Source: an optimization exercise on an open RTL-to-GDS flow (aim: small area, a short achievable clock period and few clock cycles). Production flows keep margins and buffers that such runs may drop.
At most, simulation tests tie the RTL to the original design; equivalence was not proved.
Power and IR drop assume default switching activity.

## main
// cpu
module cpu(
    input  wire                 clk_in,
    input  wire                 rst_in,
    input  wire                 rdy_in,
    input  wire [ 7:0]          mem_din,
    output reg  [ 7:0]          mem_dout,
    output wire [31:0]          mem_a,
    output reg                  mem_wr
);
Settings: LEC_CHECK=0, ABC_CLOCK_PERIOD_IN_PS=3000, CAP_MARGIN=20, CORE_MARGIN=2, CORE_UTILIZATION=40, CTS_CLUSTER_DIAMETER=70, CTS_CLUSTER_SIZE=30, PLACE_DENSITY=0.55, SETUP_SLACK_MARGIN=5, SLEW_MARGIN=20, TNS_END_PERCENT=0; clock period 10.0 ns.
standard.sh (not shown) runs the stock make flow with config.mk's settings and CLKGATE_MAP_FILE= SYNTH_SCRIPT=/design/flow/synth_recipe.tcl, a recipe that flattens the netlist after the stock synthesis.
==> flow/flow/run.sh <==
#!/bin/bash
# The standard layout, with faster port buffers and a repair that aims
# further below the clock period. Make's output goes to flow.log.
set -euo pipefail
bash standard.sh "BUFFER_PORTS_ARGS=-buffer_cell sky130_fd_sc_hd__buf_4" \
    SETUP_SLACK_MARGIN=7 finish > flow.log 2>&1
The inputs of the feature branch differ from those of main as listed below.
diff --git a/flow/config.mk b/flow/config.mk
--- a/flow/config.mk
+++ b/flow/config.mk
@@ -9,8 +9,8 @@
 export CAP_MARGIN = 20
 export CORE_MARGIN = 2
-export CORE_UTILIZATION = 40
-export CTS_CLUSTER_DIAMETER = 70
-export CTS_CLUSTER_SIZE = 30
-export PLACE_DENSITY = 0.55
+export CORE_UTILIZATION = 65
+export CTS_CLUSTER_DIAMETER = 60
+export CTS_CLUSTER_SIZE = 25
+export PLACE_DENSITY = 0.75
 export SETUP_SLACK_MARGIN = 5
 export SLEW_MARGIN = 20
Findings:
The met1 capacity usage during global routing in the feature branch was higher than what main gave.
Compared with main, the feature branch shows placement-stage cell area that has gone down slightly.
The smallest setup slack after layout in the feature branch sits 0.028 ns below the value recorded for main.
Looking at internal power, the feature branch sits about 2.5% higher than main does.
Between main and the feature branch, the non-clock buffer share of cell area figures differ only marginally.
In the feature branch, the clock network area share came out 0.64 points above the value in main.
Across both runs, power density of the placed cells was higher for the feature branch than for main.
No functional check of the RTL was part of any run of this note.

---

Setup of v16:
cpu, a different RTL version from the one above (not shown whole).
Size in the first run: about 4200 cells after synthesis, about 1300 flip-flops.
clock: 10.0 ns
lec_check: 0
abc_clock_period_in_ps: 3000
cap_margin: 20
core_margin: 2
core_utilization: 60
cts_cluster_diameter: 60
cts_cluster_size: 25
place_density: 0.7
setup_slack_margin: 5
slew_margin: 20
tns_end_percent: 0
==> flow/flow/run.sh <==
#!/bin/bash
# The standard layout, with faster port buffers and a repair that aims
# further below the clock period. Make's output goes to flow.log.
set -euo pipefail
bash standard.sh "BUFFER_PORTS_ARGS=-buffer_cell sky130_fd_sc_hd__buf_4" \
    SETUP_SLACK_MARGIN=8 finish > flow.log 2>&1
The final layout from v16, which completed every stage, passed the timing, DRC and antenna checks at the end of the flow.
Testbench counts of v16, summed over its fixed seeds: cycles 818,495.
Here is what was changed in the inputs of v15 compared with v16.
# v16
export LEC_CHECK = 0
export ABC_CLOCK_PERIOD_IN_PS = 3000
export CAP_MARGIN = 20
export CORE_MARGIN = 2
export CORE_UTILIZATION = 60
export CTS_CLUSTER_DIAMETER = 60
export CTS_CLUSTER_SIZE = 25
export PLACE_DENSITY = 0.7
export SETUP_SLACK_MARGIN = 5
export SLEW_MARGIN = 20
export TNS_END_PERCENT = 0
create_clock -name core_clock -period 10.0 [get_ports {clk_in}]
# v15
export LEC_CHECK = 0
export ABC_CLOCK_PERIOD_IN_PS = 3000
export CAP_MARGIN = 20
export CORE_MARGIN = 2
export CORE_UTILIZATION = 65
export CTS_CLUSTER_DIAMETER = 60
export CTS_CLUSTER_SIZE = 25
export PLACE_DENSITY = 0.75
export SETUP_SLACK_MARGIN = 5
export SLEW_MARGIN = 20
export TNS_END_PERCENT = 0
create_clock -name core_clock -period 10.0 [get_ports {clk_in}]
Comparing v15 and v16, the higher length of routed met2 wiring is on v16.
Between v16 and v15, the synthesized instance count does not differ in any meaningful way.
Diff v16 -> v15: number of antenna violations at the first check in global routing decreased 1; sequential share of layout area stayed essentially flat; total of plain and repair buffers excluding clock buffers +14%.
[inputs] v41 vs v15
diff --git a/flow/flow/run.sh b/flow/flow/run.sh
--- a/flow/flow/run.sh
+++ b/flow/flow/run.sh
@@ -4,3 +4,3 @@
 set -euo pipefail
 bash standard.sh "BUFFER_PORTS_ARGS=-buffer_cell sky130_fd_sc_hd__buf_4" \
-    SETUP_SLACK_MARGIN=8 finish > flow.log 2>&1
+    SETUP_SLACK_MARGIN=7 finish > flow.log 2>&1
Notes after the runs:
- The final critical delay including setup and external delays of v41 exceeds that of v15 by 0.35 ns.
- Routed wire length (v41 vs. v15) decreases by a few percent
- On sequential share of power: v41 sits above v15.
- Compared with v15, v41 has less setup slack.
- On buffers plus inverters on the worst setup path: v41 sits above v15.
- v41 vs v15, design area went down by 2.0%.
- Against v15, v41 comes in 61 lower on post-cts resize count.
- Non-clock buffer count: v15 and v41 compared, lower one is v41
- v41 — first-iteration DRC count 587 higher, v15 as reference
- After synthesis and placement, the instance count of v41 is below that of v15.
- v41: done, clean on timing, DRC and antenna
The following lists how v45 was set up differently from v41:
diff --git a/flow/flow/run.sh b/flow/flow/run.sh
--- a/flow/flow/run.sh
+++ b/flow/flow/run.sh
@@ -4,3 +4,3 @@
 set -euo pipefail
 bash standard.sh "BUFFER_PORTS_ARGS=-buffer_cell sky130_fd_sc_hd__buf_4" \
-    SETUP_SLACK_MARGIN=7 finish > flow.log 2>&1
+    SETUP_SLACK_MARGIN=9 finish > flow.log 2>&1
[summary]
Looking at clock share of power, v45 sits below v41. Total power: lower on v41. When v45 is set beside v41, its switching power share of the total turns out to be 0.16 points larger.
#### Input delta (v1 over v45)
# v45
export LEC_CHECK = 0
export ABC_CLOCK_PERIOD_IN_PS = 3000
export CAP_MARGIN = 20
export CORE_MARGIN = 2
export CORE_UTILIZATION = 65
export CTS_CLUSTER_DIAMETER = 60
export CTS_CLUSTER_SIZE = 25
export PLACE_DENSITY = 0.75
export SETUP_SLACK_MARGIN = 5
export SLEW_MARGIN = 20
export TNS_END_PERCENT = 0
create_clock -name core_clock -period 10.0 [get_ports {clk_in}]
# v1
export LEC_CHECK = 0
export ABC_CLOCK_PERIOD_IN_PS = 2500
export CAP_MARGIN = 20
export CORE_MARGIN = 2
export CORE_UTILIZATION = 65
export CTS_CLUSTER_DIAMETER = 60
export CTS_CLUSTER_SIZE = 25
export PLACE_DENSITY = 0.75
export SETUP_SLACK_MARGIN = 5
export SLEW_MARGIN = 20
export TNS_END_PERCENT = 0
create_clock -name core_clock -period 10.0 [get_ports {clk_in}]
diff --git a/flow/flow/run.sh b/flow/flow/run.sh
--- a/flow/flow/run.sh
+++ b/flow/flow/run.sh
@@ -4,3 +4,3 @@
 set -euo pipefail
 bash standard.sh "BUFFER_PORTS_ARGS=-buffer_cell sky130_fd_sc_hd__buf_4" \
-    SETUP_SLACK_MARGIN=9 finish > flow.log 2>&1
+    SETUP_SLACK_MARGIN=8 finish > flow.log 2>&1
[summary]
- v1 | status: complete | timing, DRC, antenna: pass
- Comparing v1 against v45, there is no change at all in final non-filler cell area.
- Diff v45..v1 | number of antenna violations at the first check in global routing | unchanged
- v45 → v1: final cell count has remained practically unchanged; overall die width has remained practically unchanged; count of flip-flops with a built-in enable after synthesis has remained practically unchanged; worst hold slack has remained practically unchanged; area of the mapped netlist has remained practically unchanged.
- Reported for v45 and v1, average footprint of a synthesized cell turned out identical to the last digit.

static timing again, ports no longer ideal:
The results above use ideal ports. As a check the final layouts listed here were re-extracted and re-timed, cells and wires unchanged.
Step 1 assumes that a clkbuf_16 drives the clock port and a buf_2 every other input.
Step 2 also shifts input and output timing later by t, the mid clock arrival at the registers, as if the neighbouring blocks saw the same clock.
Slacks: ideal ports / drivers / drivers and shift; pairs: ideal ports / drivers.
run | t, ns | slack for setup (ns) | slew at the worst register clock pin (ns) | worst slew at a driven data input, ns | pins driven straight from the clock port
main | 0.788 | 6.509 / 6.509 / 5.882 | 0.12 / 0.12 | 0.03 | 1
the feature branch | 0.742 | 6.481 / 6.481 / 5.987 | 0.10 / 0.10 | 0.09 | 1
v16 | 0.765 | 6.604 / 6.604 / 6.155 | 0.10 / 0.10 | 0.06 | 1
v15 | 0.740 | 6.796 / 6.784 / 6.206 | 0.10 / 0.10 | 0.06 | 1
v41 | 0.744 | 6.443 / 6.443 / 5.930 | 0.10 / 0.10 | 0.06 | 1
v45 | 0.740 | 6.796 / 6.784 / 6.206 | 0.10 / 0.10 | 0.06 | 1
v1 | 0.740 | 6.796 / 6.784 / 6.206 | 0.10 / 0.10 | 0.06 | 1
After both steps every run listed still meets setup and hold. For main, which loses most, drivers alone change the setup slack by 0.000 ns; drivers and shift together by -0.627 ns.
